Background: an optimization exercise with open tools, aiming at small area, a short achievable clock period and few clock cycles. Do not read the settings as production practice. Function was not checked in any run shown here: the RTL went through the layout flow alone.

<file path="flow/design.v">
module gf256mul(
      input [7:0] a,
      input [7:0] b,
      output [7:0] z
      );
reg [14:0] c;
integer i, j;
always @* begin
  c = 15'd0;
  for (i = 0; i < 8; i = i + 1)
    for (j = 0; j < 8; j = j + 1)
      c[i+j] = c[i+j] ^ (a[i] & b[j]);
  for (i = 14; i >= 8; i = i - 1)
    if (c[i]) c = c ^ (15'h11d << (i - 8));
end
assign z = c[7:0];
endmodule
module gf256inv(input [7:0] a, output [7:0] z);
  wire [7:0] c;
  assign c[0] = a[0] ^ a[1] ^ a[2] ^ a[3] ^ a[4] ^ a[6] ^ a[7];
  assign c[1] = a[2] ^ a[3] ^ a[6] ^ a[7];
  assign c[2] = a[2] ^ a[4] ^ a[6];
  assign c[3] = a[3] ^ a[4] ^ a[5] ^ a[6];
  assign c[4] = a[4] ^ a[7];
  assign c[5] = a[1] ^ a[3] ^ a[4];
  assign c[6] = a[2] ^ a[5] ^ a[6];
  assign c[7] = a[5];
  wire [3:0] h = c[7:4], l = c[3:0];
  function [3:0] m16(input [3:0] x, input [3:0] y);
    reg [6:0] p; integer i, j;
    begin
      p = 7'd0;
      for (i = 0; i < 4; i = i + 1) for (j = 0; j < 4; j = j + 1) p[i+j] = p[i+j] ^ (x[i] & y[j]);
      m16 = p[3:0] ^ {p[6:4], 1'b0} ^ {1'b0, p[6:4]};
    end
  endfunction
  wire [3:0] h2l, l2;
  assign h2l[0] = h[2];
  assign h2l[1] = h[1] ^ h[2] ^ h[3];
  assign h2l[2] = h[1];
  assign h2l[3] = h[0] ^ h[2] ^ h[3];
  assign l2[0] = l[0] ^ l[2];
  assign l2[1] = l[2];
  assign l2[2] = l[1] ^ l[3];
  assign l2[3] = l[3];
  wire [3:0] dl = h2l ^ l2 ^ m16(h, l);
  reg [3:0] di;
  always @* case (dl)
    4'd0: di = 4'd0;
    4'd1: di = 4'd1;
    4'd2: di = 4'd9;
    4'd3: di = 4'd14;
    4'd4: di = 4'd13;
    4'd5: di = 4'd11;
    4'd6: di = 4'd7;
    4'd7: di = 4'd6;
    4'd8: di = 4'd15;
    4'd9: di = 4'd2;
    4'd10: di = 4'd12;
    4'd11: di = 4'd5;
    4'd12: di = 4'd10;
    4'd13: di = 4'd4;
    4'd14: di = 4'd3;
    4'd15: di = 4'd8;
  endcase
  wire [7:0] q = {m16(h, di), m16(h ^ l, di)};
  assign z[0] = q[0] ^ q[2] ^ q[4] ^ q[5];
  assign z[1] = q[1] ^ q[4] ^ q[5] ^ q[6] ^ q[7];
  assign z[2] = q[1] ^ q[3] ^ q[4] ^ q[7];
  assign z[3] = q[1] ^ q[2] ^ q[4];
  assign z[4] = q[2] ^ q[6] ^ q[7];
  assign z[5] = q[7];
  assign z[6] = q[1] ^ q[3] ^ q[4] ^ q[6];
  assign z[7] = q[2] ^ q[4] ^ q[6] ^ q[7];
endmodule
`timescale 1ns/100ps
module rs_decoder(
      input clk,
      input rst_n,
      input din_val,
      input din_sop,
      input din_eop,
      input [7:0] din,
      output [7:0] el1,
      output [7:0] el2,
      output [7:0] el3,
      output [7:0] el4,
      output [7:0] ev1,
      output [7:0] ev2,
      output [7:0] ev3,
      output [7:0] ev4,
      output [2:0] error_num,
      output dec_done,
      output dec_fail,
      output busy
      );
localparam P = 4;                
function [7:0] gmul(input [7:0] a, input [7:0] b);
  reg [14:0] c;
  integer i, j;
  begin
    c = 15'd0;
    for (i = 0; i < 8; i = i + 1)
      for (j = 0; j < 8; j = j + 1)
        c[i+j] = c[i+j] ^ (a[i] & b[j]);
    for (i = 14; i >= 8; i = i - 1)
      if (c[i]) c = c ^ (15'h11d << (i - 8));
    gmul = c[7:0];
  end
endfunction
function [7:0] apow(input integer e);
  integer i;
  reg [7:0] v;
  begin
    v = 8'h01;
    for (i = 0; i < e; i = i + 1)
      v = {v[6:0], 1'b0} ^ (v[7] ? 8'h1d : 8'h00);
    apow = v;
  end
endfunction
reg st_bd, st_bu, st_bs, st_om, st_sc, st_rc, st_fn;
reg [4:0] fs;          
reg [3:0] r;           
reg [3:0] mk;          
reg [3:0] L;           
reg [2:0] cnt;         
reg [7:0] base;        
reg [P:1] rootr;       
reg [P:1] mask;        
reg done_r, fail_r;
reg [7:0] s [0:7];     
reg [7:0] lam [1:4];   
reg [7:0] q [1:4];     
reg [7:0] d;           
reg [7:0] evr [0:3];   
reg [7:0] xb;          
assign el1 = s[0]; assign el2 = s[1]; assign el3 = s[2]; assign el4 = s[3];
assign ev1 = evr[0]; assign ev2 = evr[1]; assign ev3 = evr[2]; assign ev4 = evr[3];
assign error_num = L[2:0];
assign dec_done = done_r;
assign dec_fail = fail_r;
assign busy = 1'b0;
wire use_d = st_bu | st_bs | fs[0];
wire sel_q = st_bu | st_bs;
wire sel_e = fs[4];
wire [7:0] la [1:4];
wire [7:0] lb [1:4];
wire [7:0] lz [1:4];
genvar gi, gj, gk;
generate
  for (gi = 1; gi <= 4; gi = gi + 1) begin : lane
    assign la[gi] = use_d ? d : lam[gi];
    assign lb[gi] = sel_q ? q[gi] : sel_e ? evr[gi-1] : s[8 - gi];
    gf256mul mul(.a(la[gi]), .b(lb[gi]), .z(lz[gi]));
  end
endgenerate
wire [7:0] dsum = s[0] ^ (lz[1] & {8{mk[0]}}) ^ (lz[2] & {8{mk[1]}})
                       ^ (lz[3] & {8{mk[2]}}) ^ (lz[4] & {8{mk[3]}});
wire [7:0] inv_a = st_bu ? d : evr[0];
wire [7:0] inv_z;
gf256inv u_inv(.a(inv_a), .z(inv_z));
wire [7:0] ct   [0:4*P+P];     
wire [7:0] codd [1:P];
wire [7:0] cx   [1:P];
wire [P:1] croot;
generate
  for (gk = 1; gk <= P; gk = gk + 1) begin : cpt
    for (gj = 1; gj <= 4; gj = gj + 1) begin : cterm
      localparam [7:0] C = apow(gj * gk);
      assign ct[gj*P+gk] = gmul(lam[gj], C);
    end
    localparam [7:0] CB1 = apow(255 + gk - P);
    localparam [7:0] CB3 = apow(255 + 3 * (gk - P));
    assign codd[gk] = gmul(lam[1], CB1) ^ gmul(lam[3], CB3);
    assign cx[gk]   = gmul(xb, CB1);
    assign croot[gk] = ((ct[1*P+gk] ^ ct[3*P+gk] ^ 8'h01) == (ct[2*P+gk] ^ ct[4*P+gk])) &
                       ({1'b0, base} + gk - 1 <= 9'd254);
  end
endgenerate
wire [P:1] rrem = rootr & ~mask;
reg [P:1] cfirst;
reg [7:0] cpos, cxv, codv;
integer pk;
always @* begin
  cfirst = {P{1'b0}};
  cpos = 8'h00; cxv = 8'h00; codv = 8'h00;
  for (pk = P; pk >= 1; pk = pk - 1)
    if (rrem[pk]) begin
      cfirst = {P{1'b0}};
      cfirst[pk] = 1'b1;
      cpos = base - P + pk - 1;
      cxv = cx[pk];
      codv = codd[pk];
    end
end
wire c_any  = |croot;
wire c_more = |(rrem & ~cfirst);
wire c_all  = ({1'b0, cnt} + 4'd1 == L);
wire c_last = ({1'b0, base} + P > 9'd254);
wire advance = st_sc;
reg  lastr;           
localparam [7:0] CXP = apow(P);
wire szero = ~|{s[0], s[1], s[2], s[3], s[4], s[5], s[6], s[7]};
wire dnz   = |d;
wire swap  = dnz & ({L, 1'b0} < {1'b0, r});    
wire start = din_val & din_eop;
always @(posedge clk or negedge rst_n)
if (!rst_n) begin
  st_bd <= 1'b0; st_bu <= 1'b0; st_bs <= 1'b0; st_om <= 1'b0;
  st_sc <= 1'b0; st_rc <= 1'b0; st_fn <= 1'b0;
  fs     <= 5'd0;
  r      <= 4'd0;
  mk     <= 4'd0;
  L      <= 4'd0;
  cnt    <= 3'd0;
  base   <= 8'd0;
  rootr  <= {P{1'b0}};
  lastr  <= 1'b0;
  mask   <= {P{1'b0}};
  done_r <= 1'b0;
  fail_r <= 1'b0;
end else begin
  done_r <= 1'b0;
  fs     <= {fs[3:0], 1'b0};
  if (start) begin
    st_bd <= 1'b1; st_bu <= 1'b0; st_bs <= 1'b0; st_om <= 1'b0;
    st_sc <= 1'b0; st_rc <= 1'b0; st_fn <= 1'b0;
    fs <= 5'd0;
    r  <= 4'd0;
    mk <= 4'd0;
    L  <= 4'd0;
  end
  if (st_bd) begin
    if (r == 4'd0 && szero) begin
      st_bd  <= 1'b0;
      done_r <= 1'b1;
      fail_r <= 1'b0;
    end else begin
      st_bd <= 1'b0;
      st_bu <= 1'b1;
      r     <= r + 4'd1;
      mk    <= {mk[2:0], 1'b1};
    end
  end
  if (st_bu) begin
    st_bu <= 1'b0;
    if (swap) begin
      L     <= r - L;
      st_bs <= 1'b1;
    end else if (r == 4'd8) begin
      st_om <= 1'b1;
      r     <= 4'd0;
      mk    <= 4'd0;
    end else
      st_bd <= 1'b1;
  end
  if (st_bs) begin
    st_bs <= 1'b0;
    if (r == 4'd8) begin
      st_om <= 1'b1;
      r     <= 4'd0;
      mk    <= 4'd0;
    end else
      st_bd <= 1'b1;
  end
  if (st_om) begin
    r  <= r + 4'd1;
    mk <= {mk[2:0], 1'b1};
    if (r == 4'd3) begin
      st_om <= 1'b0;
      cnt   <= 3'd0;
      base  <= 8'd0;
      mask  <= {P{1'b0}};
      if (L > 4'd4 || L == 4'd0) begin
        done_r <= 1'b1;
        fail_r <= 1'b1;
      end else
        st_sc <= 1'b1;
    end
  end
  if (st_sc) begin
    rootr <= croot;
    lastr <= c_last;
    mask  <= {P{1'b0}};
    base  <= base + P;
    if (c_any) begin
      st_sc <= 1'b0;
      st_rc <= 1'b1;
    end else if (c_last) begin
      st_sc  <= 1'b0;
      done_r <= 1'b1;
      fail_r <= 1'b1;
    end
  end
  if (st_rc) begin
    cnt  <= cnt + 3'd1;
    mask <= mask | cfirst;
    if (c_all) begin
      st_rc <= 1'b0;
      st_fn <= 1'b1;
      fs    <= 5'd1;
    end else if (!c_more) begin
      st_rc <= 1'b0;
      if (lastr) begin
        done_r <= 1'b1;
        fail_r <= 1'b1;
      end else
        st_sc <= 1'b1;
    end
  end
  if (fs[4]) begin
    st_fn  <= 1'b0;
    done_r <= 1'b1;
    fail_r <= 1'b0;
  end
end
wire rot = (st_bd & ~(r == 4'd0 && szero)) | (st_om & (r != 4'd3));
integer si;
always @(posedge clk)
  if (din_val) begin
    for (si = 0; si < 8; si = si + 1)
      s[si] <= (din_sop ? 8'h00 : gmul(s[si], apow(si + 1))) ^ din;
  end else if (rot) begin
    for (si = 0; si < 8; si = si + 1)
      s[si] <= s[(si + 1) % 8];
  end else if (st_rc) begin
    s[cnt[1:0]]       <= cpos;
    s[7 - cnt[1:0]]   <= cxv;
  end
integer li;
always @(posedge clk) begin
  if (st_bd && r == 4'd0) begin
    for (li = 1; li <= 4; li = li + 1) lam[li] <= 8'h00;
  end
  if (st_bu) begin
    for (li = 1; li <= 4; li = li + 1) lam[li] <= lam[li] ^ lz[li];
  end
  if (advance) begin
    lam[1] <= ct[1*P+P]; lam[2] <= ct[2*P+P]; lam[3] <= ct[3*P+P]; lam[4] <= ct[4*P+P];
  end
  if (fs[0] | fs[1] | fs[2] | fs[3]) begin
    for (li = 1; li <= 4; li = li + 1)
      lam[li] <= lz[li] ^ (fs[0] ? q[2] : fs[1] ? q[1] : fs[2] ? q[3] : 8'h00);
  end
end
always @(posedge clk) begin
  if (st_bd && r == 4'd0) begin
    q[1] <= 8'h01; q[2] <= 8'h00; q[3] <= 8'h00; q[4] <= 8'h00;
  end
  if (st_bu) begin
    if (swap) begin
      q[1] <= 8'h01; q[2] <= lam[1]; q[3] <= lam[2]; q[4] <= lam[3];
    end else begin
      q[1] <= 8'h00; q[2] <= q[1]; q[3] <= q[2]; q[4] <= q[3];
    end
  end
  if (st_bs) begin
    for (li = 1; li <= 4; li = li + 1) q[li] <= lz[li];
  end
  if (st_om) begin
    if (r == 4'd0) q[3] <= dsum;
    if (r == 4'd1) q[1] <= dsum;
    if (r == 4'd2) q[2] <= dsum;
  end
end
always @(posedge clk) begin
  if (st_bd) d <= dsum;
  if (st_bu) d <= inv_z;
  if (st_om && r == 4'd3) d <= dsum;
end
integer ei;
always @(posedge clk) begin
  if (st_om) xb <= 8'h01;
  if (advance) xb <= gmul(xb, CXP);
  if (st_rc) evr[cnt[1:0]] <= codv;
  if (fs[0] | fs[1] | fs[2] | fs[3]) begin
    evr[0] <= evr[1]; evr[1] <= evr[2]; evr[2] <= evr[3]; evr[3] <= inv_z;
  end
  if (fs[4]) begin
    for (ei = 0; ei < 4; ei = ei + 1) evr[ei] <= lz[ei+1];
  end
end
endmodule
</file>
<file path="flow/run.sh">
#!/bin/bash
# synth_recipe.tcl (not shown) runs the flow's synth.tcl, then flattens the netlist and writes it again
# the make line also repeats each setting of config.mk as NAME=value (left out here)
make -C /OpenROAD-flow-scripts/flow DESIGN_CONFIG=/design/flow/config.mk WORK_HOME=/design/flow/orfs CLKGATE_MAP_FILE= SYNTH_SCRIPT=/design/flow/synth_recipe.tcl finish
</file>
<file path="flow/config.mk">
export PLATFORM = sky130hd
export DESIGN_NAME = rs_decoder
export DESIGN_NICKNAME = rs_decoder
export VERILOG_FILES = /design/flow/design.v
export SDC_FILE = /design/flow/constraint.sdc
export NUM_CORES = 4
export LEC_CHECK = 0
export ABC_AREA = 1
export CAP_MARGIN = 20
export CORE_MARGIN = 2
export CORE_UTILIZATION = 40
export PLACE_DENSITY = 0.6
export SETUP_SLACK_MARGIN = 5
export SLEW_MARGIN = 20
</file>
<file path="flow/constraint.sdc">
create_clock -name core_clock -period 11.0 [get_ports {clk}]
set_input_delay 2.2000 -clock core_clock [delete_from_list [all_inputs] [get_ports {clk}]]
set_output_delay 2.2000 -clock core_clock [all_outputs]
set_load 0.01 [all_outputs]
</file>
==> results of run 1 <==
-- cell type report --
type | count | area, sq um
Tap cell | 846 | 1060
Clock inverter | 4 | 18.8
Fill cell | 6492 | 35100
Clock buffer | 48 | 931
Multi-Input combinational cell | 3008 | 17400
Sequential cell | 219 | 6120
Antenna cell | 4 | 10.0
Timing Repair Buffer | 117 | 1080
Inverter | 404 | 1520
-- registers in the layout (all words and copies together) (netlist names) --
| name | cells |
|---|---|
| L | 4 |
| base | 6 |
| cnt | 3 |
| d | 8 |
| done_r | 1 |
| evr | 32 |
| fail_r | 1 |
| fs | 5 |
| lam | 32 |
| lastr | 1 |
| mask | 4 |
| mk | 4 |
| q | 32 |
| r | 4 |
| rootr | 4 |
| s | 64 |
| st_bd | 1 |
| st_bs | 1 |
| st_bu | 1 |
| st_om | 1 |
| st_rc | 1 |
| st_sc | 1 |
| xb | 8 |
-- cells in the mapped netlist, types with 8 or more instances --
library cell	count	share of area, %
dfrtp_1	43	4.2
a31oi_1	26	0.63
xor2_1	437	15
clkbuf_1	105	1.5
or2_2	37	0.90
buf_4	10	0.29
nand4_1	18	0.44
xnor2_1	245	8.3
nand3_1	198	3.9
o221ai_1	21	0.71
o211ai_1	61	1.8
inv_2	17	0.25
or2_1	8	0.19
buf_1	10	0.15
nand2_2	37	0.90
edfxtp_1	152	18
nor3_1	13	0.25
o21ai_2	22	0.75
dfxtp_1	24	1.9
inv_1	373	5.4
o21ai_0	253	4.9
nor4_1	14	0.34
o22ai_1	45	1.1
clkinv_1	13	0.19
xor2_2	11	0.70
nand2_1	1056	15
xnor2_2	11	0.70
nor2_1	211	3.1
a21oi_1	144	2.8
ha_1	32	1.6
o21ai_1	33	0.64
-- cells by family after synthesis --
| group | count (synthesis) |
|---|---|
| AO/OA/AOI/OAI | 649 |
| XOR/XNOR | 707 |
| adder cells (fa/ha/maj) | 33 |
| buffers and inverters | 547 |
| flip-flops | 219 |
| other | 1 |
| AND/OR/NAND/NOR | 1618 |
-- metrics by stage --
step | utilization (%) | hold WS, ns
2_1_floorplan | - | 0.435
3_3_place_gp | 42.9 | 0.449
3_5_place_dp | 43.0 | 0.455
4_1_cts | 44.5 | 0.472
5_1_grt | 44.5 | 0.486
6_report | 44.5 | 0.466
-- per-layer routing --
layer | GRT usage [%] | vias to the layer above | share of wire [%]
met5 | 0 | - | 0.013
met3 | 7.28 | 275 | 12
met2 | 43.5 | 1523 | 41
met4 | 12.3 | 2 | 4.9
li1 | - | 12201 | -
met1 | 42.7 | 12121 | 42
-- timing repair --
action | 4_1_cts | 5_1_grt
endpoints found under the hold margin | 0 | 0
setup buffers | 0 | 0
setup endpoints to repair | 0 | 15
hold buffers | 0 | 0
gates resized for setup | 0 | 3
-- critical path, cell delays in order, from the launching register on --
cell	delay, ns
dfrtp_2	0.58
nor2_4	0.20
buf_4	0.62
o21ai_0	0.20
o22ai_1	0.62
nand2_1	0.13
xor2_1	0.20
xor2_1	0.19
xor2_1	0.23
xor2_1	0.28
xor2_1	0.36
xor2_1	0.68
nor2_1	0.11
xor2_1	0.20
xnor2_2	0.29
or2_1	0.15
nand2_1	0.05
-- worst max path at each step --
stage	cells past startpoint	endpoint	startpoint	slack, ns
5_1_grt	35	d[1]	st_bu	5.10
3_5_place_dp	34	d[1]	st_bu	5.16
2_1_floorplan	37	d[0]	st_bu	6.90
4_1_cts	34	d[1]	st_bu	5.15
6_report	16	d[0]	st_bu	5.62
3_3_place_gp	34	d[1]	st_bu	5.25
==> impl_metrics.py, run 1 <==
metrics = {
    "worst_setup_path": {
        "critPathRequiredTime_ns": 11.32,
        "r2r-end": "d[0]",
        "highest_fanout_seen_on_the_critical_path": 59,
        "reg2reg_depth": 16,
        "timing_worst_setup_path_type": "reg2reg",
        "worst_reg2reg_setup_slack_ns": 5.62,
        "worst_setup_path_start_kind": "register",
        "worst_path_arrival_time_ns": 5.71,
        "regToRegStartpoint": "st_bu",
        "critical_path.endpoint_type": "register",
    },
    "floorplanning": {
        "die_h_um": 258,
        "floorplan.die_area_sq_mm": 0.0664,
        "die_w_um": 258,
        "core_area_sq_mm": 0.0633,
        "io-pin-count": 83,
        "initial_core_util_pct": 40.7,
        "placementRows": 92,
    },
    "hold_path": {
        "worst_hold_start": "lastr",
        "min_path_type": "reg2reg",
        "worstHoldPathCells": 1,
        "hold_end": "st_sc",
    },
    "synth": {
        "synthXorXnorAreaFrac_pct": 24.9,
        "synthesis.instances": 3774,
        "yosys-mux-area-fraction_pct": 0,
        "synth_sequential_area_ratio_pct": 23.8,
        "synth-adder-area-share_pct": 1.63,
        "postSynthRegisterBits": 219,
        "syn_avg_cell_area_sq_um": 6.82,
        "dominantRegCellSynth": "edfxtp_1",
        "synth_top_family_by_area": "simple AND/OR/NAND/NOR gates",
        "synth_area_sq_mm": 0.0257,
        "synth-async-reset-ratio_pct": 19.6,
        "ys.warnings.count": 7,
        "synth-compound-area-share_pct": 14.9,
        "synth-simple-area-share_pct": 26.2,
        "synth_enable_flop_cells": 152,
        "post_synth_num_cell_types": 69,
        "mappedNetlistNets": 3820,
    },
    "cells_and_area": {
        "most-common-layout-cells": "nand2_1 (1055), xor2_1 (437), inv_1 (373)",
        "syn_to_final_growth_pct": 9.45,
        "final_common_cell": "nand2_1",
        "final_design_area_no_fill_sq_mm": 0.0282,
        "final_cell_count_no_fill": 4650,
        "finalNetCount": 3824,
        "drive_gt1_share_pct": 6.39,
    },
    "clock_network": {
        "cts-buffers-inserted": 28,
        "clock_tree.htree_level_count": 1,
        "clock_edge_transition_at_the_registers_on_the_reported_setup_and_hold_paths_ns": 0.06,
        "ctsRootBufferMaster": "clkbuf_16",
        "cts_max_path_buffers": 3,
        "cts.sink_count": 219,
        "insertion_delay_ns": 0.58,
        "clock_tree_from_tritoncts": "yes",
    },
    "sta": {
        "finalClockSkew_ns": 0.0162,
        "period_share_pct": 48.9,
        "setup-violations-final": 0,
        "timing.final.max_slew_violations": 0,
        "postLayoutSetupSlackWorst_ns": 5.62,
        "hold_viol": 0,
        "rsz_0062_raised_after_global_routing": "no",
        "fmaxAchievable_mhz": 186,
        "totalNegativeSetupSlack_ns": 0,
        "final_period_minus_worst_setup_slack_ns": 5.38,
        "max-slew-margin-rel_pct": 18.8,
        "timing_worst_slew_pin_value_ns": 1.22,
    },
    "detailed_routing": {
        "drt_iter0_markers": 3783,
        "detail_route.drc_violations": 0,
        "postRouteAntennaNets": 0,
        "detail_route.wirelength_um": 103000,
        "number_of_optimization_iterations_in_the_first_detailed_route_pass": 7,
        "detail_route.vias_per_cell": 5.62,
        "vias": 26122,
        "drt-wirelength-per-cell_um": 22.2,
    },
    "grt": {
        "number_of_global_route_vias_before_repair": 23733,
        "antenna_found_initial": 2,
        "grt.overflow.total": 0,
        "grt_first_pass_wirelength_um": 153000,
        "globalRouteTotalUtil_pct": 30.1,
        "maximum_number_of_pins_on_one_net_before_global_route_repair": 60,
    },
    "place": {
        "port_buffers": 81,
        "dp_hpwl_um": 80500,
        "gp_congestion": 1.07,
        "dp_slack_ns": 5.16,
        "postPlaceCellArea_sq_mm": 0.0272,
        "numPlacedInstances": 4593,
    },
    "run_status": {
        "status": "timing/DRC/antenna clean",
    },
    "flow_run": {
        "max_cap_violations": 0,
    },
}
==> run 2, diff against run 1 <==
--- a/flow/config.mk
+++ b/flow/config.mk
@@ -6,5 +6,4 @@
 export NUM_CORES = 4
 export LEC_CHECK = 0
-export ABC_AREA = 1
 export CAP_MARGIN = 20
 export CORE_MARGIN = 2
==> run 2 against run 1 <==
  * Register-to-register slack got worse by 0.45 ns
  * Clock skew up 0.019 ns
  * Fmax shrank 7.7%
  * Critical path type unchanged
  * Highest routed layer is now met4
==> impl_metrics.py, run 2 <==
metrics = {
    "place": {
        "dp_slack_ns": 3.17,
        "port_buffers": 81,
        "gp_congestion": 1.01,
        "dp_hpwl_um": 66700,
        "postPlaceCellArea_sq_mm": 0.0255,
    },
    "grt": {
        "maximum_number_of_pins_on_one_net_before_global_route_repair": 97,
        "grt.overflow.total": 0,
        "antenna_found_initial": 0,
        "globalRouteTotalUtil_pct": 27.8,
        "number_of_global_route_vias_before_repair": 20778,
        "grt_first_pass_wirelength_um": 134000,
    },
    "detailed_routing": {
        "detail_route.drc_violations": 0,
        "drt_iter0_markers": 2746,
        "detail_route.vias_per_cell": 5.96,
        "postRouteAntennaNets": 0,
        "vias": 22183,
        "number_of_optimization_iterations_in_the_first_detailed_route_pass": 6,
        "drt-wirelength-per-cell_um": 24.2,
        "detail_route.wirelength_um": 90000,
    },
    "clock_network": {
        "clock_tree_from_tritoncts": "yes",
        "hold_buffers": 0,
        "clock_tree.htree_level_count": 1,
        "ctsRootBufferMaster": "clkbuf_16",
        "cts.sink_count": 219,
        "cts_max_path_buffers": 3,
        "insertion_delay_ns": 0.60,
        "clock_edge_transition_at_the_registers_on_the_reported_setup_and_hold_paths_ns": 0.06,
        "cts-buffers-inserted": 28,
    },
    "synth": {
        "post_synth_num_cell_types": 82,
        "postSynthRegisterBits": 219,
        "yosys-top-cells-count": "xnor2_1 (608), nand2_1 (524), xor2_1 (246)",
        "synth-async-reset-ratio_pct": 19.6,
        "synth_top_area_share_pct": 22.1,
        "syn_avg_cell_area_sq_um": 8.13,
        "synthesis.instances": 2959,
        "synth_enable_flop_cells": 152,
        "post_synth_main_area_contributors": "xnor2_1 (22%), edfxtp_1 (19%), xor2_1 (9.0%), nand2_1 (8.2%), dfrtp_1 (4.5%)",
        "ys.warnings.count": 7,
        "synth_sequential_area_ratio_pct": 25.5,
        "synth_area_leader_cell": "xnor2_1",
        "mappedNetlistNets": 3005,
        "synth_area_sq_mm": 0.0240,
        "dominantRegCellSynth": "edfxtp_1",
        "post-synth-top-count-cell": "xnor2_1",
    },
    "floorplanning": {
        "io-pin-count": 83,
        "placementRows": 89,
        "floorplan.die_area_sq_mm": 0.0621,
        "die_w_um": 249,
        "die_h_um": 249,
        "core_area_sq_mm": 0.0592,
        "initial_core_util_pct": 40.6,
    },
    "worst_setup_path": {
        "worst_reg2reg_setup_slack_ns": 5.17,
        "worst_setup_path_start_kind": "register",
        "worst_path_arrival_time_ns": 6.15,
        "critical_path.endpoint_type": "register",
        "timing_worst_setup_path_type": "reg2reg",
        "regToRegStartpoint": "fs[4]",
        "reg2reg_depth": 15,
        "r2r-end": "d[4]",
        "highest_fanout_seen_on_the_critical_path": 71,
        "critPathRequiredTime_ns": 11.31,
    },
    "sta": {
        "timing_worst_slew_pin_value_ns": 1.11,
        "final_period_minus_worst_setup_slack_ns": 5.83,
        "postLayoutSetupSlackWorst_ns": 5.17,
        "timing.final.max_slew_violations": 0,
        "fin_hold_ws_ns": 0.517,
        "fmaxAchievable_mhz": 171,
        "setup-violations-final": 0,
        "rsz_0062_raised_after_global_routing": "yes",
        "max-slew-margin-rel_pct": 25.3,
        "hold_viol": 0,
        "finalClockSkew_ns": 0.0347,
        "period_share_pct": 53.0,
        "totalNegativeSetupSlack_ns": 0,
    },
    "hold_path": {
        "min_path_type": "reg2reg",
        "worst_hold_start": "mask[2]",
        "worstHoldPathCells": 2,
        "hold_end": "mask[2]",
    },
    "cells_and_area": {
        "fill_cells": 5805,
        "antenna_cells_inserted": 0,
        "register_containing_the_most_flip_flops_in_the_final_layout": "s",
        "finalNetCount": 2975,
        "post-route-util_pct": 45.2,
        "final_common_cell": "xnor2_1",
        "syn_to_final_growth_pct": 11.3,
        "final_design_area_no_fill_sq_mm": 0.0268,
        "most-common-layout-cells": "xnor2_1 (604), nand2_1 (524), xor2_1 (243)",
        "drive_gt1_share_pct": 6.61,
        "largest_register_ffs": 64,
    },
    "flow_run": {
        "max_cap_violations": 0,
    },
    "run_status": {
        "status": "timing/DRC/antenna clean",
    },
}
[run 2: critical path, cell delays in order (launching register included)]
cell and delay [ns]:
dfrtp_4 0.50, buf_6 0.54, mux2i_1 0.29, o21ai_1 0.73, nand2_1 0.15, xor2_1 0.19, xnor2_1 0.37, xnor2_1 0.15
xnor2_1 0.39, xor2_1 0.18, xnor2_1 0.81, nand2_1 0.16, xor2_1 0.19, xor2_1 0.17, xnor2_1 0.53, mux2i_1 0.17
[run 2: cells by family (layout without fill, tap and decap cells)]
logic type,count (synthesis),after routing,share of synthesized area (%)
AOI/OAI and AO/OA,627,627,16.6
xor gates and xnor gates,871,871,32.7
adders and majority gates,33,33,1.75
buffers and inverters,280,272,4.50
DFF,219,219,25.5
muxes,78,78,3.43
other,1,1,0.0156
and+or+nand+nor,850,850,15.5
[run 2: what timing repair did]
action	in CTS	in global routing
gates cloned	1	1
hold endpoints to repair	0	0
endpoints found under the setup margin	16	18
pin swaps	0	3
buffers inserted	3	13
resized for setup	19	16
[run 2: per-stage QoR]
step / std cells
2_1_floorplan: 2959
3_5_place_dp: 3654
3_3_place_gp: 3654
6_report: 3724
4_1_cts: 3710
5_1_grt: 3724
[run 2: area by class of cell]
class,instances,area (sq um),share of cell area (%)
Clock buffer,32,726,2.71
Multi-Input combinational cell,2460,17000,63.7
Inverter,55,208,0.776
Timing Repair Buffer,165,1500,5.60
Tap cell,773,967,3.61
Sequential cell,219,6130,22.9
Clock inverter,20,196,0.734
[run 2: worst max path at each step]
stage,start,endpoint,cells after the start
after global routing,d[3],evr[3][1],19
after CTS,st_bu,evr[3][1],18
final,fs[4],d[4],15
after global placement,st_bu,evr[3][1],18
after detailed placement,st_bu,evr[3][1],18
after floorplan,evr[0][6],evr[3][0],20
[run 2: routing by layer]
metal	wire length (um)	track usage [%]	share of wire, %	vias to the layer above
li1	-	-	-	10017
met1	37300	37.9	41	10846
met2	40400	43.9	45	1122
met3	8760	5.53	9.7	198
met4	3560	9.64	4.0	0
met5	0	0	0	-
==> run 3, diff against run 2 <==
--- a/flow/design.v
+++ b/flow/design.v
@@ -16,5 +16,5 @@
 assign z = c[7:0];
 endmodule
-module gf256inv(input [7:0] a, output [7:0] z);
+module gf256inv_s1(input [7:0] a, output [11:0] p);
   wire [7:0] c;
   assign c[0] = a[0] ^ a[1] ^ a[2] ^ a[3] ^ a[4] ^ a[6] ^ a[7];
@@ -45,4 +45,16 @@
   assign l2[3] = l[3];
   wire [3:0] dl = h2l ^ l2 ^ m16(h, l);
+  assign p = {h, l, dl};
+endmodule
+module gf256inv_s2(input [11:0] p, output [7:0] z);
+  wire [3:0] h = p[11:8], l = p[7:4], dl = p[3:0];
+  function [3:0] m16(input [3:0] x, input [3:0] y);
+    reg [6:0] p; integer i, j;
+    begin
+      p = 7'd0;
+      for (i = 0; i < 4; i = i + 1) for (j = 0; j < 4; j = j + 1) p[i+j] = p[i+j] ^ (x[i] & y[j]);
+      m16 = p[3:0] ^ {p[6:4], 1'b0} ^ {1'b0, p[6:4]};
+    end
+  endfunction
   reg [3:0] di;
   always @* case (dl)
@@ -119,6 +131,6 @@
   end
 endfunction
-reg st_bd, st_bu, st_bs, st_om, st_sc, st_rc, st_fn;
-reg [4:0] fs;          
+reg st_bd, st_bu, st_bw, st_bs, st_om, st_sc, st_rc, st_fn;
+reg [5:0] fs;          
 reg [3:0] r;           
 reg [3:0] mk;          
@@ -143,5 +155,5 @@
 wire use_d = st_bu | st_bs | fs[0];
 wire sel_q = st_bu | st_bs;
-wire sel_e = fs[4];
+wire sel_e = fs[5];
 wire [7:0] la [1:4];
 wire [7:0] lb [1:4];
@@ -158,6 +170,10 @@
                        ^ (lz[3] & {8{mk[2]}}) ^ (lz[4] & {8{mk[3]}});
 wire [7:0] inv_a = st_bu ? d : evr[0];
+wire [11:0] inv_p;
+reg  [11:0] inv_r;
 wire [7:0] inv_z;
-gf256inv u_inv(.a(inv_a), .z(inv_z));
+gf256inv_s1 u_inv1(.a(inv_a), .p(inv_p));
+gf256inv_s2 u_inv2(.p(inv_r), .z(inv_z));
+always @(posedge clk) inv_r <= inv_p;
 wire [7:0] ct   [0:4*P+P];     
 wire [7:0] codd [1:P];
@@ -207,7 +223,7 @@
 always @(posedge clk or negedge rst_n)
 if (!rst_n) begin
-  st_bd <= 1'b0; st_bu <= 1'b0; st_bs <= 1'b0; st_om <= 1'b0;
+  st_bd <= 1'b0; st_bu <= 1'b0; st_bw <= 1'b0; st_bs <= 1'b0; st_om <= 1'b0;
   st_sc <= 1'b0; st_rc <= 1'b0; st_fn <= 1'b0;
-  fs     <= 5'd0;
+  fs     <= 6'd0;
   r      <= 4'd0;
   mk     <= 4'd0;
@@ -222,9 +238,9 @@
 end else begin
   done_r <= 1'b0;
-  fs     <= {fs[3:0], 1'b0};
+  fs     <= {fs[4:0], 1'b0};
   if (start) begin
-    st_bd <= 1'b1; st_bu <= 1'b0; st_bs <= 1'b0; st_om <= 1'b0;
+    st_bd <= 1'b1; st_bu <= 1'b0; st_bw <= 1'b0; st_bs <= 1'b0; st_om <= 1'b0;
     st_sc <= 1'b0; st_rc <= 1'b0; st_fn <= 1'b0;
-    fs <= 5'd0;
+    fs <= 6'd0;
     r  <= 4'd0;
     mk <= 4'd0;
@@ -247,5 +263,5 @@
     if (swap) begin
       L     <= r - L;
-      st_bs <= 1'b1;
+      st_bw <= 1'b1;
     end else if (r == 4'd8) begin
       st_om <= 1'b1;
@@ -255,4 +271,8 @@
       st_bd <= 1'b1;
   end
+  if (st_bw) begin
+    st_bw <= 1'b0;
+    st_bs <= 1'b1;
+  end
   if (st_bs) begin
     st_bs <= 1'b0;
@@ -299,5 +319,5 @@
       st_rc <= 1'b0;
       st_fn <= 1'b1;
-      fs    <= 5'd1;
+      fs    <= 6'd1;
     end else if (!c_more) begin
       st_rc <= 1'b0;
@@ -309,5 +329,5 @@
     end
   end
-  if (fs[4]) begin
+  if (fs[5]) begin
     st_fn  <= 1'b0;
     done_r <= 1'b1;
@@ -366,5 +386,5 @@
 always @(posedge clk) begin
   if (st_bd) d <= dsum;
-  if (st_bu) d <= inv_z;
+  if (st_bw) d <= inv_z;
   if (st_om && r == 4'd3) d <= dsum;
 end
@@ -374,8 +394,8 @@
   if (advance) xb <= gmul(xb, CXP);
   if (st_rc) evr[cnt[1:0]] <= codv;
-  if (fs[0] | fs[1] | fs[2] | fs[3]) begin
+  if (fs[0] | fs[1] | fs[2] | fs[3] | fs[4]) begin
     evr[0] <= evr[1]; evr[1] <= evr[2]; evr[2] <= evr[3]; evr[3] <= inv_z;
   end
-  if (fs[4]) begin
+  if (fs[5]) begin
     for (ei = 0; ei < 4; ei = ei + 1) evr[ei] <= lz[ei+1];
   end
==> flow/flow/run.sh (new file) <==
#!/bin/bash
set -euo pipefail
MARGIN=$(cat flow/margin.txt)
sed "s|\"\${@:-finish}\"|SETUP_SLACK_MARGIN=${MARGIN} \"\${@:-finish}\"|" standard.sh > standard_margin.sh
grep -q "SETUP_SLACK_MARGIN=${MARGIN}" standard_margin.sh
bash standard_margin.sh > flow_make.log 2>&1
==> flow/flow/margin.txt (new file) <==
7
==> flow/standard.sh (new file) <==
#!/bin/bash
# synth_recipe.tcl (not shown) runs the flow's synth.tcl, then flattens the netlist and writes it again
# the make line also repeats each setting of config.mk as NAME=value (left out here)
make -C /OpenROAD-flow-scripts/flow DESIGN_CONFIG=/design/flow/config.mk WORK_HOME=/design/flow/orfs CLKGATE_MAP_FILE= SYNTH_SCRIPT=/design/flow/synth_recipe.tcl "${@:-finish}"
--- a/flow/config.mk
+++ b/flow/config.mk
@@ -6,8 +6,8 @@
 export NUM_CORES = 4
 export LEC_CHECK = 0
+export ABC_AREA = 1
 export CAP_MARGIN = 20
 export CORE_MARGIN = 2
 export CORE_UTILIZATION = 40
 export PLACE_DENSITY = 0.6
-export SETUP_SLACK_MARGIN = 5
 export SLEW_MARGIN = 20
removed: flow/run.sh
==> run 3 against run 2 <==
  * Still clean on timing, DRC and antenna
  * Wire length is 34% higher
  * Global-route usage rose by 5.2 points
  * Utilization rose by 0.44 points
  * Die area increased by 14%
  * Clock skew shrank 0.020 ns
  * Critical path type is now reg2out
==> impl_metrics.py, run 3 <==
metrics = {
    "grt": {
        "antenna_found_initial": 3,
        "grt_first_pass_wirelength_um": 175000,
        "maximum_number_of_pins_on_one_net_before_global_route_repair": 46,
        "grt.overflow.total": 0,
        "globalRouteTotalUtil_pct": 33.0,
        "number_of_global_route_vias_before_repair": 26100,
    },
    "floorplanning": {
        "placementRows": 96,
        "die_h_um": 266,
        "die_w_um": 266,
        "io-pin-count": 83,
        "floorplan.die_area_sq_mm": 0.0707,
        "initial_core_util_pct": 40.2,
        "core_area_sq_mm": 0.0682,
    },
    "clock_network": {
        "insertion_delay_ns": 0.60,
        "clock_tree.htree_level_count": 1,
        "cts-buffers-inserted": 31,
        "cts.sink_count": 233,
        "hold_buffers": 0,
        "ctsRootBufferMaster": "clkbuf_16",
        "cts_max_path_buffers": 3,
        "clock_tree_from_tritoncts": "yes",
        "clock_edge_transition_at_the_registers_on_the_reported_setup_and_hold_paths_ns": 0.06,
    },
    "cells_and_area": {
        "final_design_area_no_fill_sq_mm": 0.0311,
        "final_common_cell": "nand2_1",
        "register_containing_the_most_flip_flops_in_the_final_layout": "s",
        "post-route-util_pct": 45.6,
        "largest_register_ffs": 64,
        "drive_gt1_share_pct": 9.94,
        "antenna_cells_inserted": 0,
        "finalNetCount": 4355,
        "final_cell_count_no_fill": 5218,
        "syn_to_final_growth_pct": 13.4,
        "most-common-layout-cells": "nand2_1 (1327), inv_1 (398), xor2_1 (333)",
    },
    "sta": {
        "hold_viol": 0,
        "setup-violations-final": 0,
        "fmaxAchievable_mhz": 248,
        "timing_worst_slew_pin_value_ns": 1.32,
        "final_period_minus_worst_setup_slack_ns": 4.03,
        "rsz_0062_raised_after_global_routing": "yes",
        "max-slew-margin-rel_pct": 10.8,
        "period_share_pct": 36.6,
        "timing.final.max_slew_violations": 0,
        "finalClockSkew_ns": 0.0142,
        "postLayoutSetupSlackWorst_ns": 6.97,
        "totalNegativeSetupSlack_ns": 0,
    },
    "worst_setup_path": {
        "worst_path_arrival_time_ns": 1.83,
        "critPathBufInv": 1,
        "worst_setup_path_start_kind": "register",
        "critical_path.endpoint_type": "primary output",
        "critPathSlowestCell": "clkdlybuf4s50_1",
        "timing_worst_setup_path_type": "reg2out",
        "cells_traversed_along_the_worst_timing_path": "clkdlybuf4s50_1",
        "critPathRequiredTime_ns": 8.80,
        "critical-path-top-delay-family": "buffers and inverters",
        "highest_fanout_seen_on_the_critical_path": 5,
        "cpPeakStageDelay_ns": 0.63,
    },
    "synth": {
        "synth_area_sq_mm": 0.0274,
        "post_synth_num_cell_types": 65,
        "syn_avg_cell_area_sq_um": 6.46,
        "ys.warnings.count": 8,
        "yosys-top-cells-count": "nand2_1 (1367), inv_1 (404), xor2_1 (339)",
        "synth_top_area_share_pct": 18.7,
        "synth_sequential_area_ratio_pct": 23.4,
        "synth_area_leader_cell": "nand2_1",
        "dominantRegCellSynth": "edfxtp_1",
        "synth_enable_flop_cells": 152,
        "synth-async-reset-ratio_pct": 19.3,
        "post-synth-top-count-cell": "nand2_1",
        "postSynthRegisterBits": 233,
        "post_synth_main_area_contributors": "nand2_1 (19%), edfxtp_1 (17%), xor2_1 (11%), xnor2_1 (8.2%), nand3_1 (6.1%)",
        "mappedNetlistNets": 4290,
        "synthesis.instances": 4247,
    },
    "place": {
        "postPlaceCellArea_sq_mm": 0.0288,
        "dp_slack_ns": 6.22,
        "port_buffers": 81,
        "dp_hpwl_um": 92500,
        "gp_congestion": 1.07,
        "numPlacedInstances": 5085,
    },
    "detailed_routing": {
        "detail_route.wirelength_um": 121000,
        "drt-wirelength-per-cell_um": 23.2,
        "vias": 29761,
        "detail_route.vias_per_cell": 5.70,
        "detail_route.drc_violations": 0,
        "drt_iter0_markers": 4091,
        "number_of_optimization_iterations_in_the_first_detailed_route_pass": 9,
        "postRouteAntennaNets": 0,
    },
    "run_status": {
        "status": "timing/DRC/antenna clean",
    },
    "hold_path": {
        "min_path_type": "reg2reg",
    },
    "flow_run": {
        "max_cap_violations": 0,
    },
}
[run 3: cell type report]
| cell class | count | area [sq um] |
|---|---|---|
| flip-flops and latches | 233 | 6410 |
| multi-input cells | 3424 | 19100 |
| clock inverters | 15 | 199 |
| well taps | 882 | 1100 |
| repair buffers | 188 | 1780 |
| fillers | 7073 | 37100 |
| clock buffers | 42 | 887 |
| inverters | 434 | 1660 |
[run 3: path summary, 6_finish.rpt]
check / slack (ns) / end / from / cells after the start
hold reg to reg: 0.45 / st_sc / lastr / 1
setup reg to reg: 7.14 / s[4][2] / s[5][6] / 15
hold / removal: 0.45 / st_sc / lastr / 1
min in group asynchronous: 1.71 / base[7] / rst_n / 2
setup / recovery: 6.97 / el3[6] / s[2][6] / 1
max in group asynchronous: 8.82 / fs[0] / rst_n / 2
[run 3: worst reg2reg max path, stage by stage, from the launching register on]
cell and delay (ns):
edfxtp_1 0.51, or2_2 0.36, nor3_1 0.14, nand2_1 0.11, nor4_2 0.46, nand3_1 0.14, inv_1 0.10, nor2_1 0.09
a21oi_1 0.33, inv_1 0.10, nor2_2 0.37, inv_1 0.20, nor2_4 0.23, inv_1 0.21, o211ai_1 0.13, o21ai_0 0.10
[run 3: routing by layer]
metal | GRT usage, % | part of all wire (%)
met5 | 0 | 0.023
met4 | 14.5 | 5.3
met3 | 8.09 | 12
met2 | 46.9 | 40
met1 | 46.9 | 42
[run 3: kinds of logic after synthesis]
logic type	count (synthesis)	share of synthesized area (%)
adder cells (fa/ha/maj)	30	1.40
AND/OR/NAND/NOR	2203	34.0
AO/OA/AOI/OAI	575	12.5
other	1	0.0137
multiplexers	3	0.109
XOR/XNOR	609	19.8
buffers and inverters	593	8.81
flip-flops	233	23.4
[run 3: repair_timing]
action / 4_1_cts / 5_1_grt
setup endpoints to repair: 130 / 118
pin swaps: 3 / 9
gates cloned: 4 / 2
resized for setup: 31 / 99
setup buffers: 19 / 51
[run 3: through the flow]
stage / hold slack, ns
floorplan: 0.424
detailed placement: 0.446
finish: 0.453
global placement: 0.436
CTS: 0.455
global route: 0.466
==> run 4, diff against run 3 <==
--- a/flow/config.mk
+++ b/flow/config.mk
@@ -6,5 +6,4 @@
 export NUM_CORES = 4
 export LEC_CHECK = 0
-export ABC_AREA = 1
 export CAP_MARGIN = 20
 export CORE_MARGIN = 2
==> run 4 against run 3 <==
  * Still clean
  * Area after synthesis is 5.9% lower
  * Cell count is 22% lower
  * Die area is 5.9% lower
  * Flip-flop and latch count stayed put
  * Clock-buffer cell count is 1 higher
  * Worst setup slack worse by 0.19 ns
  * Critical path depth is 13 higher
==> impl_metrics.py, run 4 <==
metrics = {
    "clock_network": {
        "clock_edge_transition_at_the_registers_on_the_reported_setup_and_hold_paths_ns": 0.06,
        "insertion_delay_ns": 0.63,
        "cts_max_path_buffers": 3,
        "clock_tree.htree_level_count": 1,
        "cts-buffers-inserted": 30,
        "clock_tree_from_tritoncts": "yes",
        "ctsRootBufferMaster": "clkbuf_16",
        "hold_buffers": 0,
        "cts.sink_count": 233,
    },
    "detailed_routing": {
        "detail_route.wirelength_um": 113000,
        "drt_iter0_markers": 3447,
        "vias": 25428,
        "detail_route.drc_violations": 0,
        "postRouteAntennaNets": 0,
        "drt-wirelength-per-cell_um": 27.9,
        "detail_route.vias_per_cell": 6.29,
        "number_of_optimization_iterations_in_the_first_detailed_route_pass": 7,
    },
    "cells_and_area": {
        "fill_cells": 5798,
        "syn_to_final_growth_pct": 24.7,
        "final_cell_count_no_fill": 4044,
        "most-common-layout-cells": "xnor2_1 (478), nand2_1 (336), nor2_1 (235)",
        "largest_register_ffs": 64,
        "register_containing_the_most_flip_flops_in_the_final_layout": "s",
        "multi_input_area_sq_mm": 0.0200,
        "final_common_cell": "xnor2_1",
        "drive_gt1_share_pct": 21.7,
        "post-route-util_pct": 50.2,
        "regArea_sq_mm": 0.00642,
        "finalNetCount": 3204,
    },
    "grt": {
        "number_of_global_route_vias_before_repair": 23872,
        "antenna_found_initial": 9,
        "maximum_number_of_pins_on_one_net_before_global_route_repair": 97,
        "grt.overflow.total": 0,
        "grt_first_pass_wirelength_um": 162000,
        "globalRouteTotalUtil_pct": 32.4,
    },
    "floorplanning": {
        "io-pin-count": 83,
        "core_area_sq_mm": 0.0641,
        "placementRows": 93,
        "die_h_um": 258,
        "die_w_um": 258,
        "initial_core_util_pct": 40.3,
        "floorplan.die_area_sq_mm": 0.0666,
    },
    "worst_setup_path": {
        "worst_path_arrival_time_ns": 4.66,
        "critical_path.endpoint_type": "register",
        "timing_worst_setup_path_type": "reg2reg",
        "highest_fanout_seen_on_the_critical_path": 7,
        "critPathRequiredTime_ns": 11.44,
        "worst_reg2reg_setup_slack_ns": 6.78,
        "worst_setup_path_start_kind": "register",
    },
    "sta": {
        "rsz_0062_raised_after_global_routing": "yes",
        "max-slew-margin-rel_pct": 27.4,
        "period_share_pct": 38.4,
        "postLayoutSetupSlackWorst_ns": 6.78,
        "timing.final.max_slew_violations": 0,
        "setup-violations-final": 0,
        "totalNegativeSetupSlack_ns": 0,
        "finalClockSkew_ns": 0.0492,
        "final_period_minus_worst_setup_slack_ns": 4.22,
        "timing_worst_slew_pin_value_ns": 1.08,
        "fmaxAchievable_mhz": 237,
        "hold_viol": 0,
    },
    "place": {
        "port_buffers": 81,
        "dp_slack_ns": 5.48,
        "numPlacedInstances": 3765,
        "dp_hpwl_um": 76500,
        "gp_congestion": 1.05,
    },
    "synth": {
        "post_synth_main_area_contributors": "edfxtp_1 (18%), xnor2_1 (18%), xor2_1 (6.7%), nand2_1 (5.0%), xnor3_1 (4.6%)",
        "post_synth_num_cell_types": 92,
        "synth_sequential_area_ratio_pct": 24.8,
        "dominantRegCellSynth": "edfxtp_1",
        "ys.warnings.count": 8,
        "synthesis.instances": 3015,
        "yosys-top-cells-count": "xnor2_1 (520), nand2_1 (345), nor2_1 (250)",
        "synth-async-reset-ratio_pct": 19.3,
        "mappedNetlistNets": 3058,
        "postSynthRegisterBits": 233,
        "synth_enable_flop_cells": 152,
        "post-synth-top-count-cell": "xnor2_1",
        "synth_area_sq_mm": 0.0258,
        "synth_area_leader_cell": "edfxtp_1",
        "synth_top_area_share_pct": 17.7,
        "syn_avg_cell_area_sq_um": 8.56,
    },
    "hold_path": {
        "min_path_type": "reg2reg",
    },
    "flow_run": {
        "max_cap_violations": 0,
    },
    "run_status": {
        "status": "timing/DRC/antenna clean",
    },
}
run 4: worst paths after layout:
kind | startpoint | endpoint | cells after the start
max reg2reg | st_bu | d[4] | 14
min | lastr | lastr | 1
min in group asynchronous | rst_n | base[2] | 2
max in group asynchronous | rst_n | st_bu | 2
max | st_bu | d[4] | 14
min reg2reg | lastr | lastr | 1
run 4: critical path, cell delays in order (launching register included):
cell and delay [ns]:
dfrtp_4 0.50, buf_12 0.16, buf_16 0.13, o31a_4 0.41, o221ai_1 0.31, xor2_1 0.25, xnor3_1 0.40, xnor2_2 0.16
buf_4 0.15, o21ai_0 0.17, nand3_1 0.21, mux2i_4 0.33, xnor2_1 0.17, xnor3_2 0.52, o21ai_1 0.15
run 4: stage by stage:
step                hold WS [ns]  cell area, sq um
CTS                        0.512             30800
global placement           0.486             27000
floorplan                  0.447             25800
detailed placement         0.497             27100
finish                     0.515             32200
global route               0.527             32200
run 4: cell type report:
cell class | count | share of cell area (%)
well taps | 855 | 3.32
flip-flops and latches | 233 | 20.0
clock inverters | 13 | 0.299
repair buffers | 351 | 11.0
clock buffers | 43 | 2.74
multi-input cells | 2502 | 62.2
inverters | 43 | 0.501
diodes | 4 | 0.0311
run 4: logic make-up after synthesis:
kind of cell,after synthesis,synth area share (%)
AOI/OAI and AO/OA,720,18.7
muxes,84,3.50
buffers and inverters,288,5.02
other,1,0.0145
and+or+nand+nor,859,15.3
xor gates and xnor gates,800,31.2
adders and majority gates,30,1.48
DFF,233,24.8
run 4: routing by layer:
| layer | track usage (%) | part of all wire [%] | vias to the layer above |
|---|---|---|---|
| met1 | 42.9 | 39 | 12326 |
| li1 | - | - | 10875 |
| met4 | 16.4 | 6.3 | 9 |
| met5 | 1.42 | 0.17 | - |
| met2 | 47.3 | 42 | 1761 |
| met3 | 10.1 | 13 | 457 |
run 4: timing repair:
action	in CTS	in global routing
setup buffers	118	79
gates cloned	18	4
pin swaps	70	64
resized for setup	283	123
setup endpoints to repair	249	198
==> run 5, diff against run 4 <==
--- a/flow/design.v
+++ b/flow/design.v
@@ -261,12 +261,13 @@
   if (st_bu) begin
     st_bu <= 1'b0;
-    if (swap) begin
-      L     <= r - L;
-      st_bw <= 1'b1;
-    end else if (r == 4'd8) begin
+    if (swap)
+      L <= r - L;
+    if (r == 4'd8) begin
       st_om <= 1'b1;
-      r     <= 4'd0;
-      mk    <= 4'd0;
-    end else
+      r     <= 4'd1;
+      mk    <= 4'd1;
+    end else if (swap)
+      st_bw <= 1'b1;
+    else
       st_bd <= 1'b1;
   end
@@ -277,10 +278,5 @@
   if (st_bs) begin
     st_bs <= 1'b0;
-    if (r == 4'd8) begin
-      st_om <= 1'b1;
-      r     <= 4'd0;
-      mk    <= 4'd0;
-    end else
-      st_bd <= 1'b1;
+    st_bd <= 1'b1;
   end
   if (st_om) begin
@@ -335,5 +331,5 @@
   end
 end
-wire rot = (st_bd & ~(r == 4'd0 && szero)) | (st_om & (r != 4'd3));
+wire rot = (st_bd & ~(r == 4'd0 && szero)) | (st_bu & (r == 4'd8)) | (st_om & (r != 4'd3));
 integer si;
 always @(posedge clk)
@@ -378,6 +374,6 @@
     for (li = 1; li <= 4; li = li + 1) q[li] <= lz[li];
   end
+  if (st_bu && r == 4'd8) q[3] <= s[0];
   if (st_om) begin
-    if (r == 4'd0) q[3] <= dsum;
     if (r == 4'd1) q[1] <= dsum;
     if (r == 4'd2) q[2] <= dsum;
==> flow/flow/run.sh (replaced) <==
#!/bin/bash
set -euo pipefail
extra=""
while IFS= read -r line; do
  [[ -z "$line" ]] && continue
  extra+="$(printf '%q' "$line") "
done < flow/knobs.txt
awk -v extra="$extra" '{ i = index($0, "\"${@:-finish}\""); if (i > 0) $0 = substr($0, 1, i - 1) extra substr($0, i); print }' standard.sh > standard_knobs.sh
grep -q "SETUP_SLACK_MARGIN" standard_knobs.sh
bash standard_knobs.sh > flow_make.log 2>&1
==> flow/flow/knobs.txt (new file) <==
SETUP_SLACK_MARGIN=7.5
BUFFER_PORTS_ARGS=-buffer_cell sky130_fd_sc_hd__buf_4
--- a/flow/config.mk
+++ b/flow/config.mk
@@ -6,4 +6,5 @@
 export NUM_CORES = 4
 export LEC_CHECK = 0
+export ABC_AREA = 1
 export CAP_MARGIN = 20
 export CORE_MARGIN = 2
removed: flow/flow/margin.txt
==> run 5 against run 4 <==
  * Still clean on timing, DRC and antenna
  * First-iteration DRC count is 31% higher
  * Worst setup slack better by 0.61 ns
  * Cell count is 35% higher
==> impl_metrics.py, run 5 <==
metrics = {
    "floorplanning": {
        "io-pin-count": 83,
        "core_area_sq_mm": 0.0683,
        "floorplan.die_area_sq_mm": 0.0709,
        "placementRows": 96,
        "die_h_um": 266,
        "die_w_um": 266,
        "initial_core_util_pct": 40.3,
    },
    "grt": {
        "number_of_global_route_vias_before_repair": 27334,
        "antenna_found_initial": 5,
        "grt_first_pass_wirelength_um": 187000,
        "maximum_number_of_pins_on_one_net_before_global_route_repair": 50,
        "globalRouteTotalUtil_pct": 35.6,
        "global_route.usage.met2_pct": 52.3,
        "gr-usage-met1_pct": 48.8,
        "most_utilized_layer_in_the_global_route_result": "met2",
        "met3_layer_usage_reported_by_global_route_pct": 8.08,
        "grt.overflow.total": 0,
    },
    "worst_setup_path": {
        "cells_traversed_along_the_worst_timing_path": "buf_6",
        "critPathRequiredTime_ns": 8.80,
        "regToRegStartpoint": "st_bu",
        "critical-path-top-delay-family": "flip-flops",
        "critical_path.endpoint_type": "primary output",
        "crit_start": "s[0][3]",
        "highest_fanout_seen_on_the_critical_path": 3,
        "worst_path_arrival_time_ns": 1.41,
        "cpPeakStageDelay_ns": 0.57,
        "timing_worst_setup_path_type": "reg2out",
        "worst_setup_path_start_kind": "register",
        "critPathBufInv": 1,
        "critPathSlowestCell": "edfxtp_1",
    },
    "synth": {
        "synth_enable_flop_cells": 160,
        "postSynthRegisterBits": 233,
        "post-synth-top-count-cell": "nand2_1",
        "synth_top_area_share_pct": 18.6,
        "post_synth_num_cell_types": 65,
        "syn_avg_cell_area_sq_um": 6.43,
        "yosys-top-cells-count": "nand2_1 (1361), inv_1 (424), xor2_1 (361)",
        "mappedNetlistNets": 4323,
        "post_synth_main_area_contributors": "nand2_1 (19%), edfxtp_1 (17%), xor2_1 (11%), xnor2_1 (7.3%), inv_1 (5.8%)",
        "synth_area_leader_cell": "nand2_1",
        "ys.warnings.count": 8,
        "synth-async-reset-ratio_pct": 19.3,
        "dominantRegCellSynth": "edfxtp_1",
        "synthesis.instances": 4280,
        "synth_area_sq_mm": 0.0275,
        "synth_sequential_area_ratio_pct": 23.6,
    },
    "sta": {
        "setup-violations-final": 0,
        "timing_worst_slew_pin_value_ns": 1.12,
        "timing.final.max_slew_violations": 0,
        "hold_viol": 0,
        "final_period_minus_worst_setup_slack_ns": 3.61,
        "postLayoutSetupSlackWorst_ns": 7.39,
        "fmaxAchievable_mhz": 277,
        "rsz_0062_raised_after_global_routing": "yes",
        "finalClockSkew_ns": 0.0597,
        "max-slew-margin-rel_pct": 25.4,
        "period_share_pct": 32.8,
        "totalNegativeSetupSlack_ns": 0,
    },
    "clock_network": {
        "cts-buffers-inserted": 30,
        "clock_tree.htree_level_count": 1,
        "clock_tree_from_tritoncts": "yes",
        "cts_max_path_buffers": 3,
        "insertion_delay_ns": 0.64,
        "clock_edge_transition_at_the_registers_on_the_reported_setup_and_hold_paths_ns": 0.06,
        "hold_buffers": 0,
        "cts.sink_count": 233,
        "ctsRootBufferMaster": "clkbuf_16",
    },
    "detailed_routing": {
        "postRouteAntennaNets": 0,
        "detail_route.drc_violations": 0,
        "drt_iter0_markers": 4519,
        "detail_route.vias_per_cell": 5.76,
        "vias": 31556,
        "drt-wirelength-per-cell_um": 24.4,
        "detail_route.wirelength_um": 134000,
        "number_of_optimization_iterations_in_the_first_detailed_route_pass": 8,
    },
    "place": {
        "gp_congestion": 1.06,
        "dp_hpwl_um": 95700,
        "port_buffers": 81,
        "dp_slack_ns": 5.59,
        "postPlaceCellArea_sq_mm": 0.0287,
    },
    "cells_and_area": {
        "final_common_cell": "nand2_1",
        "register_containing_the_most_flip_flops_in_the_final_layout": "s",
        "largest_register_ffs": 64,
        "most-common-layout-cells": "nand2_1 (1089), inv_1 (375), xor2_1 (341)",
        "final_design_area_no_fill_sq_mm": 0.0359,
        "syn_to_final_growth_pct": 30.5,
        "post-route-util_pct": 52.6,
        "fill_cells": 6736,
        "finalNetCount": 4609,
        "drive_gt1_share_pct": 26.3,
    },
    "run_status": {
        "status": "timing/DRC/antenna clean",
    },
    "hold_path": {
        "worst_hold_start": "st_bw",
        "min_path_type": "reg2reg",
    },
    "flow_run": {
        "max_cap_violations": 0,
    },
}
==> run 5: final cells by class <==
type,count,area (sq um),area share [%]
Antenna cell,2,5.00,0.0139
Clock buffer,41,876,2.44
Clock inverter,15,123,0.341
Inverter,475,1950,5.44
Multi-Input combinational cell,3427,21600,60.2
Sequential cell,233,6500,18.1
Tap cell,882,1100,3.07
Timing Repair Buffer,396,3690,10.3
Timing Repair inverter,3,30.0,0.0836
==> run 5: per-stage QoR <==
step,hold WS (ns),std cells
floorplan,0.411,4280
global placement,0.421,5116
detailed placement,0.429,5117
CTS,0.437,5346
global route,0.461,5472
finish,0.442,5474
==> run 5: cells by family (layout without fill, tap and decap cells) <==
group | Yosys count | in the layout | share of synthesized area (%)
AO/OA/AOI/OAI | 598 | 598 | 12.8
XOR/XNOR | 601 | 601 | 19.5
adder cells (fa/ha/maj) | 30 | 30 | 1.39
buffers and inverters | 629 | 930 | 9.20
flip-flops | 233 | 233 | 23.6
multiplexers | 1 | 1 | 0.0364
other | 1 | 3 | 0.0136
AND/OR/NAND/NOR | 2187 | 2196 | 33.5
==> run 5: final timing paths <==
path | endpoint | slack [ns] | cells past startpoint
setup / recovery | el1[3] | 7.39 | 1
hold / removal | st_bw | 0.44 | 1
setup reg to reg | q[4][4] | 7.46 | 22
hold reg to reg | st_bw | 0.44 | 1
max in group asynchronous | st_bu | 8.88 | 1
min in group asynchronous | done_r | 1.58 | 1
==> run 5: routing by layer <==
layer	vias to the layer above	wire length [um]	share of wire [%]
met5	-	13	0.0097
met3	421	16600	12
met4	2	8720	6.5
met2	2017	55600	42
li1	14337	-	-
met1	14779	52900	40
==> run 5: what timing repair did <==
action,CTS,global route
endpoints found under the setup margin,316,192
gates cloned,16,9
hold endpoints to repair,0,0
setup buffers,157,117
pin swaps,57,210
resized for setup,324,575
==> run 6, diff against run 5 <==
==> flow/flow/knobs.txt (replaced) <==
SETUP_SLACK_MARGIN=7
BUFFER_PORTS_ARGS=-buffer_cell sky130_fd_sc_hd__buf_4
==> run 6 against run 5 <==
  * Register-to-register slack got worse by 0.36 ns
  * Sequential share of layout area up 3.4 points
  * Non-clock buffer count shrank 251
  * Clock-buffer cell count shrank 2
  * Fmax decreased by 7.5%
  * First-iteration DRC count down 13%
  * Die area stayed put
  * Worst setup slack worse by 0.29 ns
  * Largest cell class unchanged
==> impl_metrics.py, run 6 <==
metrics = {
    "synth": {
        "mappedNetlistNets": 4323,
        "post-synth-top-count-cell": "nand2_1",
        "post_synth_main_area_contributors": "nand2_1 (19%), edfxtp_1 (17%), xor2_1 (11%), xnor2_1 (7.3%), inv_1 (5.8%)",
        "synth_area_leader_cell": "nand2_1",
        "synth_top_area_share_pct": 18.6,
        "post_synth_num_cell_types": 65,
        "postSynthRegisterBits": 233,
        "ys.warnings.count": 8,
    },
    "grt": {
        "number_of_global_route_vias_before_repair": 26164,
        "globalRouteTotalUtil_pct": 33.0,
    },
    "sta": {
        "setup-violations-final": 0,
        "finalClockSkew_ns": 0.0204,
        "period_share_pct": 35.5,
        "max-slew-margin-rel_pct": 17.0,
        "timing.final.max_slew_violations": 0,
        "final_period_minus_worst_setup_slack_ns": 3.90,
        "fin_hold_ws_ns": 0.436,
        "fmaxAchievable_mhz": 256,
        "totalNegativeSetupSlack_ns": 0,
    },
    "floorplanning": {
        "die_h_um": 266,
        "placementRows": 96,
    },
    "cells_and_area": {
        "post-route-util_pct": 44.3,
        "syn_to_final_growth_pct": 10.1,
        "finalNetCount": 4349,
        "regArea_sq_mm": 0.00650,
        "antenna_cells_inserted": 0,
        "most-common-layout-cells": "nand2_1 (1355), inv_1 (418), xor2_1 (357)",
    },
    "clock_network": {
        "ctsRootBufferMaster": "clkbuf_16",
        "insertion_delay_ns": 0.61,
        "cts.sink_count": 233,
        "clock_edge_transition_at_the_registers_on_the_reported_setup_and_hold_paths_ns": 0.07,
        "clock_tree_from_tritoncts": "yes",
        "clock_tree.htree_level_count": 1,
        "cts_max_path_buffers": 3,
        "cts-buffers-inserted": 28,
    },
    "detailed_routing": {
        "postRouteAntennaNets": 0,
        "detail_route.drc_violations": 0,
        "detail_route.wirelength_um": 121000,
    },
    "run_status": {
        "status": "timing/DRC/antenna clean",
    },
    "place": {
        "port_buffers": 81,
    },
    "flow_run": {
        "max_cap_violations": 0,
    },
    "hold_path": {
        "hold_end": "st_bw",
    },
    "worst_setup_path": {
        "timing_worst_setup_path_type": "reg2reg",
        "worst_reg2reg_setup_slack_ns": 7.10,
        "reg2reg_depth": 23,
        "r2r-end": "d[0]",
    },
}
-- run 6: cell count changes in the layout (fill, tap and decap cells not counted), sizes merged, moves of 3 or more --
cell	delta
nand2	-5
clkinv	-3
buf	-247
clkinvlp	-4
bufinv	+4
clkbuf	-4
-- run 6: kinds of logic (layout without fill, tap and decap cells) --
group,Yosys count,in the layout,share of synthesized area (%)
XOR/XNOR,601,601,19.5
AO/OA/AOI/OAI,598,598,12.8
multiplexers,1,1,0.0364
buffers and inverters,629,673,9.20
flip-flops,233,233,23.6
AND/OR/NAND/NOR,2187,2191,33.5
adder cells (fa/ha/maj),30,30,1.39
other,1,1,0.0136
-- run 6: through the flow --
stage / area [sq um] / setup WS (ns)
after floorplan: 27500 / 7.50
after global placement: 28700 / 5.78
after detailed placement: 28700 / 5.72
after CTS: 29800 / 6.93
after global routing: 30300 / 6.89
final: 30300 / 7.10
-- run 6: final cells by class --
type	instances	area share [%]
Tap cell	882	3.64
Multi-Input combinational cell	3422	61.7
Inverter	475	6.01
Sequential cell	233	21.5
Clock inverter	13	0.619
Timing Repair inverter	1	0.0248
Timing Repair Buffer	145	3.94
Clock buffer	39	2.58
-- run 6: critical path: stages, from the launching register on --
cell and delay, ns:
dfrtp_4 0.52, nor2_8 0.19, buf_4 0.17, bufbuf_16 0.34
nor2_1 0.05, a21oi_1 0.50, nor2_1 0.08, nand2_1 0.09
nand2_1 0.09, inv_1 0.07, nand2_1 0.07, nand2_1 0.06
nand2_1 0.07, nand2_2 0.16, xor2_1 0.46, nand2_1 0.09
nand2_1 0.08, nand2_1 0.08, inv_1 0.05, nand2_1 0.07
nand2_1 0.09, nand2_1 0.07, nand3_1 0.07, o21ai_1 0.08
-- run 6: how the worst max path moves through the flow --
stage                     endpoint  startpoint
after CTS                     d[4]       st_bu
after detailed placement      d[4]       st_bu
final                         d[0]       st_bu
after global routing          d[4]       st_bu
after floorplan            s[6][6]     din_val
after global placement        d[4]       st_bu
-- run 6: what timing repair did --
item	in CTS	in global routing
endpoints found under the setup margin	173	126
buffers inserted	4	31
cloned	3	5
endpoints found under the hold margin	0	0
resized for setup	22	47
pin swaps	1	2
-- run 6: layer usage --
metal / global-route usage [%] / share of wire [%]
met1: 46.9 / 42
met5: 0 / 0.014
met2: 47.4 / 40
met4: 14.9 / 5.5
met3: 6.94 / 12

static timing again, ports no longer ideal:
How much do the figures lean on ideal ports? The routed layouts below were timed once more, with nothing changed but the port constraints.
Step 1: set_driving_cell puts a clkbuf_16 on clk and a buf_2 on each other input, an assumption about the parent block.
Step 2 times the ports against the registers' clock, not the clock port: input delays grow and output delays shrink by t, the midpoint of the rising clock arrivals with the driver on.
a / b / c = no drivers / after step 1 / after step 2; a / b = the first two.
run	shift t [ns]	slack for setup (ns)	worst setup path after step 2	latest minus earliest clock arrival (ns)	worst register clock-pin slew, ns
run 1	0.632	5.618 / 5.618 / 5.618	register to register	0.016 / 0.016	0.07 / 0.07
run 2	0.639	5.169 / 5.169 / 5.169	register to register	0.035 / 0.035	0.06 / 0.06
run 3	0.656	6.969 / 6.906 / 6.565	input to register	0.015 / 0.014	0.07 / 0.07
run 4	0.663	6.775 / 6.775 / 6.569	input to register	0.050 / 0.050	0.07 / 0.07
run 5	0.669	7.390 / 7.330 / 7.080	input to register	0.061 / 0.061	0.07 / 0.07
run 6	0.653	7.096 / 7.096 / 6.758	input to register	0.021 / 0.020	0.07 / 0.07
After both steps every run listed still meets setup and hold. The setup slack of run 3, which loses most, moves by -0.063 ns with the drivers and by -0.404 ns with both steps.
